From an optimization exercise on the open Yosys and OpenROAD flow, aimed at small area; shortcuts taken in it are not production practice. RTL that was checked went through simulation tests only; none was proved equivalent to the original. Power and IR drop assume default switching activity.

==> inputs of wip/tundra <==
## top_leds
module top_leds(
  input         clk,
  input         reset,
  input  [76:0] str,
  input         new_string,
  output [15:0] ledsOut
);
==> module top_leds, before the edit <==
module top_leds(
  input         clk,
  input         reset,
  input  [76:0] str,
  input         new_string,
  output [15:0] ledsOut
);
  wire [6:0] efect = str[76:70];
  wire load_e = (efect == 7'd51);
  wire efect0 = !((efect == 7'd49) | (efect == 7'd50) | (efect == 7'd51) |
                  (efect == 7'd52) | (efect == 7'd53));
  reg [9:0] rc;
  wire r_idle  = ~|rc;
  wire r_check = &rc;
  always @(posedge clk) begin
    if (reset) rc <= 10'd0;
    else if (r_check) begin
      if (new_string) rc <= 10'd0;
    end else if (r_idle & new_string) rc <= 10'h135;
    else rc <= {rc[8:0], rc[9] ^ rc[6]};
  end
  wire run_efect = r_check;
  wire stable = r_check & ~new_string;    
  reg started, first_buf;
  always @(posedge clk) begin
    if (reset) started <= 1'b0;
    else if (r_idle & new_string) started <= 1'b1;
  end
  always @(posedge clk) begin
    if (r_idle & new_string) first_buf <= ~started;
  end
  localparam S_START = 3'd0, S_1 = 3'd1, S_2 = 3'd2, S_3 = 3'd3, S_4 = 3'd4,
             S_5 = 3'd5, S_3F = 3'd7;
  reg [2:0] cs, nst;
  reg add_1, add_2, reset_1, reset_2, load_crt, reset_new, load_led, rst;
  reg [2:0] vuelta;
  reg [3:0] T;
  reg new_col, done_crt;
  wire top_1 = (vuelta == 3'd5);
  always @(*) begin
    add_1 = 1'b0; add_2 = 1'b0; reset_1 = 1'b0; reset_2 = 1'b0;
    load_crt = 1'b0; reset_new = 1'b0; load_led = 1'b0; rst = 1'b0;
    nst = S_START;
    case (cs)
      S_START: begin
        reset_1 = 1'b1; reset_2 = 1'b1; reset_new = 1'b1; rst = 1'b1;
        nst = ((load_e | efect0) & run_efect) ? S_1 : S_START;
      end
      S_1: begin
        load_crt = 1'b1; reset_new = 1'b1;
        nst = S_2;
      end
      S_2: begin
        if (new_col) nst = efect0 ? S_3F : S_3;
        else if (done_crt) nst = efect0 ? S_1 : S_4;
        else nst = S_2;
      end
      S_3: begin
        reset_new = 1'b1; load_led = 1'b1;
        nst = done_crt ? S_4 : S_2;
      end
      S_3F: begin
        reset_1 = 1'b1; reset_2 = 1'b1; reset_new = 1'b1; load_led = 1'b1;
        nst = done_crt ? S_4 : S_2;
      end
      S_4: begin
        add_1 = 1'b1;
        nst = top_1 ? S_5 : S_1;
      end
      S_5: begin
        add_2 = 1'b1; reset_1 = 1'b1;
        nst = S_1;
      end
      default: nst = S_START;
    endcase
  end
  always @(posedge clk) begin
    if (reset) cs <= S_START;
    else cs <= nst;
  end
  always @(posedge clk) begin
    if (reset || reset_1) vuelta <= 3'd0;
    else if (add_1) vuelta <= vuelta + 1'b1;
  end
  always @(posedge clk) begin
    if (reset || reset_2) T <= 4'd0;
    else if (add_2) T <= T + 1'b1;
  end
  reg [4:0] dv;
  wire tick = &dv;
  always @(posedge clk) begin
    if (reset || rst) dv <= 5'd0;
    else dv <= dv + 1'b1;
  end
  reg [2:0] sl;
  reg [4:0] u;
  wire at79 = sl[2] & sl[0] & u[3] & u[1] & u[0];
  wire u17 = u[4] & u[0];
  wire [2:0] sl_inc = u17 ? sl + 1'b1 : sl;
  wire [4:0] u_inc = u17 ? 5'd1 : u + 1'b1;
  always @(posedge clk) begin
    if (reset || load_crt) begin
      sl <= 3'd0; u <= 5'd17; done_crt <= 1'b0;
    end else if (tick) begin
      if (!at79) begin sl <= sl_inc; u <= u_inc; end
      else done_crt <= 1'b1;
    end
  end
  always @(posedge clk) begin
    if (reset || reset_new) new_col <= 1'b0;
    else if (tick) new_col <= 1'b1;
  end
  wire tick1 = (dv == 5'd30);
  reg [2:0] sl2;
  reg [4:0] u2;
  always @(*) begin
    if ((nst == S_1) | load_crt) begin sl2 = 3'd0; u2 = 5'd17; end
    else if ((tick | tick1) & ~at79) begin sl2 = sl_inc; u2 = u_inc; end
    else begin sl2 = sl; u2 = u; end
  end
  reg [6:0] code2;
  always @(*) begin
    case (sl2)
      3'd0: code2 = 7'd0;
      3'd1: code2 = first_buf ? str[6:0] : 7'd0;
      3'd2: code2 = str[13:7];
      3'd3: code2 = str[20:14];
      3'd4: code2 = str[27:21];
      default: code2 = str[34:28];
    endcase
  end
  reg [10:0] rreg;
  always @(posedge clk) begin
    if (stable) rreg <= {code2, u2[3:0]};
  end
  wire [15:0] word;
  fontrom fr(.code(rreg[10:4]), .col(rreg[3:0]), .q(word));
  reg [15:0] temp;
  reg [3:0] con_tem;
  always @(posedge clk) begin
    if (reset) con_tem <= 4'hf;
    else if (load_led) con_tem <= 4'b0;
    else if (con_tem < T) con_tem <= con_tem + 1'b1;
  end
  always @(posedge clk) begin
    if (load_led) temp <= word;
    else if (con_tem < T) temp <= {temp[0], temp[15:1]};
  end
  assign ledsOut = (con_tem == T) ? temp : 16'b0;
endmodule
clock: 10.0 ns
lec_check: 0
abc_area: 1
cap_margin: 20
core_margin: 2
core_utilization: 40
slew_margin: 20
synth_memory_max_bits: 65536
standard.sh (not shown) runs the stock make flow with config.mk's settings and CLKGATE_MAP_FILE= SYNTH_SCRIPT=/design/flow/synth_recipe.tcl, a recipe that flattens the netlist after the stock synthesis.
==> flow/flow/run.sh <==
#!/bin/bash
# Own layout flow: the standard flow (standard.sh) with two changes.
#  1. Synthesis is the standard synthesis script, except that its one
#     technology-mapping ABC call runs flow/abc_area_deep.script (deep AIG
#     optimisation, then area-only mapping) instead of ORFS's abc_area.script.
#     Registers come from the same Yosys steps, so they are the standard ones.
#  2. Port buffers use the smallest buffer cell, sky130_fd_sc_hd__buf_1.
# Each step's output goes to a log file of its own in the work folder (and
# ORFS's own per-step logs stay under orfs/logs/).
set -euo pipefail
W=$(pwd)
F=$W/flow
{
  echo "proc abc {args} {"
  echo "  set i [lsearch -exact \$args -script]"
  echo "  if {\$i >= 0} { lset args [expr {\$i + 1}] {$F/abc_area_deep.script} }"
  echo "  yosys abc {*}\$args"
  echo "}"
  cat "$W/synth_recipe.tcl"
} > "$W/own_synth.tcl"
bash "$W/standard.sh" SYNTH_SCRIPT="$W/own_synth.tcl" synth > "$W/log_1_synth.txt" 2>&1
export BUFFER_PORTS_ARGS="-buffer_cell sky130_fd_sc_hd__buf_1"
bash "$W/standard.sh" finish > "$W/log_2_layout.txt" 2>&1
==> flow/flow/abc_area_deep.script <==
strash
&get -n
&deepsyn -T 240
&put
dch
amap
topo
==> wip/garnet: changes against wip/tundra <==
--- a/flow/design.v
+++ b/flow/design.v
@@ -30,13 +30,15 @@
   always @(posedge clk) begin
     if (r_idle & new_string) first_buf <= ~started;
   end
+  reg [4:0] dv;
+  wire tick = &dv;
+  wire done_crt, new_col;
   localparam S_START = 3'd0, S_1 = 3'd1, S_2 = 3'd2, S_3 = 3'd3, S_4 = 3'd4,
              S_5 = 3'd5, S_3F = 3'd7;
   reg [2:0] cs, nst;
   reg add_1, add_2, reset_1, reset_2, load_crt, reset_new, load_led, rst;
   reg [2:0] vuelta;
   reg [3:0] T;
-  reg new_col, done_crt;
   wire top_1 = (vuelta == 3'd5);
   always @(*) begin
     add_1 = 1'b0; add_2 = 1'b0; reset_1 = 1'b0; reset_2 = 1'b0;
@@ -87,8 +89,6 @@
     if (reset || reset_2) T <= 4'd0;
     else if (add_2) T <= T + 1'b1;
   end
-  reg [4:0] dv;
-  wire tick = &dv;
   always @(posedge clk) begin
     if (reset || rst) dv <= 5'd0;
     else dv <= dv + 1'b1;
@@ -96,21 +96,19 @@
   reg [2:0] sl;
   reg [4:0] u;
   wire at79 = sl[2] & sl[0] & u[3] & u[1] & u[0];
-  wire u17 = u[4] & u[0];
+  wire u17 = u[4] & u[0] & ~u[1];
   wire [2:0] sl_inc = u17 ? sl + 1'b1 : sl;
   wire [4:0] u_inc = u17 ? 5'd1 : u + 1'b1;
   always @(posedge clk) begin
     if (reset || load_crt) begin
-      sl <= 3'd0; u <= 5'd17; done_crt <= 1'b0;
+      sl <= 3'd0; u <= 5'd17;
     end else if (tick) begin
       if (!at79) begin sl <= sl_inc; u <= u_inc; end
-      else done_crt <= 1'b1;
+      else u[4] <= 1'b1;
     end
   end
-  always @(posedge clk) begin
-    if (reset || reset_new) new_col <= 1'b0;
-    else if (tick) new_col <= 1'b1;
-  end
+  assign done_crt = sl[2] & sl[0] & u[4];
+  assign new_col = ~|dv;
   wire tick1 = (dv == 5'd30);
   reg [2:0] sl2;
   reg [4:0] u2;
--- a/flow/flow/run.sh
+++ b/flow/flow/run.sh
@@ -4,6 +4,8 @@
 #     technology-mapping ABC call runs flow/abc_area_deep.script (deep AIG
 #     optimisation, then area-only mapping) instead of ORFS's abc_area.script.
 #     Registers come from the same Yosys steps, so they are the standard ones.
+#     Yosys's extract_fa is skipped too, so ABC maps the few counters as
+#     plain logic instead of fixed half-adder cells.
 #  2. Port buffers use the smallest buffer cell, sky130_fd_sc_hd__buf_1.
 # Each step's output goes to a log file of its own in the work folder (and
 # ORFS's own per-step logs stay under orfs/logs/).
@@ -16,6 +18,7 @@
   echo "  if {\$i >= 0} { lset args [expr {\$i + 1}] {$F/abc_area_deep.script} }"
   echo "  yosys abc {*}\$args"
   echo "}"
+  echo "proc extract_fa {args} {}"
   cat "$W/synth_recipe.tcl"
 } > "$W/own_synth.tcl"
 bash "$W/standard.sh" SYNTH_SCRIPT="$W/own_synth.tcl" synth > "$W/log_1_synth.txt" 2>&1
Settings changed: CTS_BUF_LIST from default to sky130_fd_sc_hd__clkbuf_8, CTS_CLUSTER_SIZE from default to 24.
==> wip/amber: changes against wip/tundra <==
--- a/flow/design.v
+++ b/flow/design.v
@@ -30,13 +30,15 @@
   always @(posedge clk) begin
     if (r_idle & new_string) first_buf <= ~started;
   end
+  reg [4:0] dv;
+  wire tick = &dv;
+  wire done_crt, new_col;
   localparam S_START = 3'd0, S_1 = 3'd1, S_2 = 3'd2, S_3 = 3'd3, S_4 = 3'd4,
              S_5 = 3'd5, S_3F = 3'd7;
   reg [2:0] cs, nst;
   reg add_1, add_2, reset_1, reset_2, load_crt, reset_new, load_led, rst;
   reg [2:0] vuelta;
   reg [3:0] T;
-  reg new_col, done_crt;
   wire top_1 = (vuelta == 3'd5);
   always @(*) begin
     add_1 = 1'b0; add_2 = 1'b0; reset_1 = 1'b0; reset_2 = 1'b0;
@@ -87,8 +89,6 @@
     if (reset || reset_2) T <= 4'd0;
     else if (add_2) T <= T + 1'b1;
   end
-  reg [4:0] dv;
-  wire tick = &dv;
   always @(posedge clk) begin
     if (reset || rst) dv <= 5'd0;
     else dv <= dv + 1'b1;
@@ -96,21 +96,19 @@
   reg [2:0] sl;
   reg [4:0] u;
   wire at79 = sl[2] & sl[0] & u[3] & u[1] & u[0];
-  wire u17 = u[4] & u[0];
+  wire u17 = u[4] & u[0] & ~u[1];
   wire [2:0] sl_inc = u17 ? sl + 1'b1 : sl;
   wire [4:0] u_inc = u17 ? 5'd1 : u + 1'b1;
   always @(posedge clk) begin
     if (reset || load_crt) begin
-      sl <= 3'd0; u <= 5'd17; done_crt <= 1'b0;
+      sl <= 3'd0; u <= 5'd17;
     end else if (tick) begin
       if (!at79) begin sl <= sl_inc; u <= u_inc; end
-      else done_crt <= 1'b1;
+      else u[4] <= 1'b1;
     end
   end
-  always @(posedge clk) begin
-    if (reset || reset_new) new_col <= 1'b0;
-    else if (tick) new_col <= 1'b1;
-  end
+  assign done_crt = sl[2] & sl[0] & u[4];
+  assign new_col = ~|dv;
   wire tick1 = (dv == 5'd30);
   reg [2:0] sl2;
   reg [4:0] u2;
--- a/flow/flow/run.sh
+++ b/flow/flow/run.sh
@@ -4,6 +4,8 @@
 #     technology-mapping ABC call runs flow/abc_area_deep.script (deep AIG
 #     optimisation, then area-only mapping) instead of ORFS's abc_area.script.
 #     Registers come from the same Yosys steps, so they are the standard ones.
+#     Yosys's extract_fa is skipped too, so ABC maps the few counters as
+#     plain logic instead of fixed half-adder cells.
 #  2. Port buffers use the smallest buffer cell, sky130_fd_sc_hd__buf_1.
 # Each step's output goes to a log file of its own in the work folder (and
 # ORFS's own per-step logs stay under orfs/logs/).
@@ -16,6 +18,7 @@
   echo "  if {\$i >= 0} { lset args [expr {\$i + 1}] {$F/abc_area_deep.script} }"
   echo "  yosys abc {*}\$args"
   echo "}"
+  echo "proc extract_fa {args} {}"
   cat "$W/synth_recipe.tcl"
 } > "$W/own_synth.tcl"
 bash "$W/standard.sh" SYNTH_SCRIPT="$W/own_synth.tcl" synth > "$W/log_1_synth.txt" 2>&1
Settings changed: CORE_UTILIZATION 40 to 50, CTS_BUF_LIST from default to sky130_fd_sc_hd__clkbuf_8, CTS_CLUSTER_SIZE from default to 24, GPL_TIMING_DRIVEN from default to 0.
==> results.txt <==
	wip/amber	wip/garnet	wip/tundra
R2R cell count	29	30	22
Root buffer cell	sky130_fd_sc_hd__clkbuf_8	sky130_fd_sc_hd__clkbuf_8	sky130_fd_sc_hd__clkbuf_16
Core area	0.0116 mm2	0.0146 mm2	0.0159 mm2
Part of the power in combinational logic	0.167	0.157	0.168
Clock network power share	0.338	0.350	0.374
Buffering stage count on the worst path with inverters included	6	7	6
Fraction of standard cell area in multi-input logic	0.574	0.560	0.572
Switching Share	0.317	0.311	0.302
Final #Nets	1080	1095	1184
Static leakage	0.00211 uW	0.00219 uW	0.00254 uW
Post-layout minimum cycle time	8.73 ns	7.52 ns	6.99 ns
Area taken by multi-input logic gates	0.00381 mm2	0.00380 mm2	0.00425 mm2
Largest clock skew in the final design	0.0152 ns	0.0183 ns	0.00895 ns
Synth Area in Compound Gates	0.323	0.323	0.321
Result of the run	complete, no violations	complete, no violations	complete, no violations
Count of inserted tapcells	143	184	216
GRT Overall Usage	0.442	0.351	0.398
Instance area after placement	0.00644 mm2	0.00658 mm2	0.00713 mm2
Inst Count DP	1132	1188	1286
Minimum hold slack	0.468 ns	0.443 ns	0.446 ns
Overall power after layout	699 uW	696 uW	850 uW
WHS Endpoint	started	started	rc[1]
Global routing met2 resource utilization	0.682	0.517	0.604
Average wire length per cell after detail routing	25.0 um	23.9 um	26.9 um
Destination of the worst register-to-register timing path	temp[4]	temp[4]	temp[6]
Function not checked in wip/tundra: the RTL went through the layout flow alone.

re-timing with driven ports:
Ports are ideal in the flow. The routed layouts listed here were re-timed in OpenROAD. Step 1 (the two cells are an assumption about what drives the block):
set clk [get_ports {clk}]
set_driving_cell -lib_cell sky130_fd_sc_hd__clkbuf_16 $clk
set_driving_cell -lib_cell sky130_fd_sc_hd__buf_2 [delete_from_list [all_inputs] $clk]
Step 2 times the ports against the registers' clock, not the clock port: input delays grow and output delays shrink by t, the midpoint of the rising clock arrivals with the driver on. Three values: ideal, step 1, step 2; two values: the first two.
run | t (ns) | setup slack, ns | worst setup path at the end | slew at the worst register clock pin (ns) | cell pins on the clock port's net
wip/tundra | 0.381 | 3.010 / 3.010 / 3.010 | register to register | 0.07 / 0.07 | 1
wip/garnet | 0.397 | 2.484 / 2.484 / 2.484 | register to register | 0.09 / 0.09 | 1
wip/amber | 0.404 | 1.271 / 1.271 / 1.271 | register to register | 0.09 / 0.09 | 1
After both steps setup and hold are still met in every run listed.
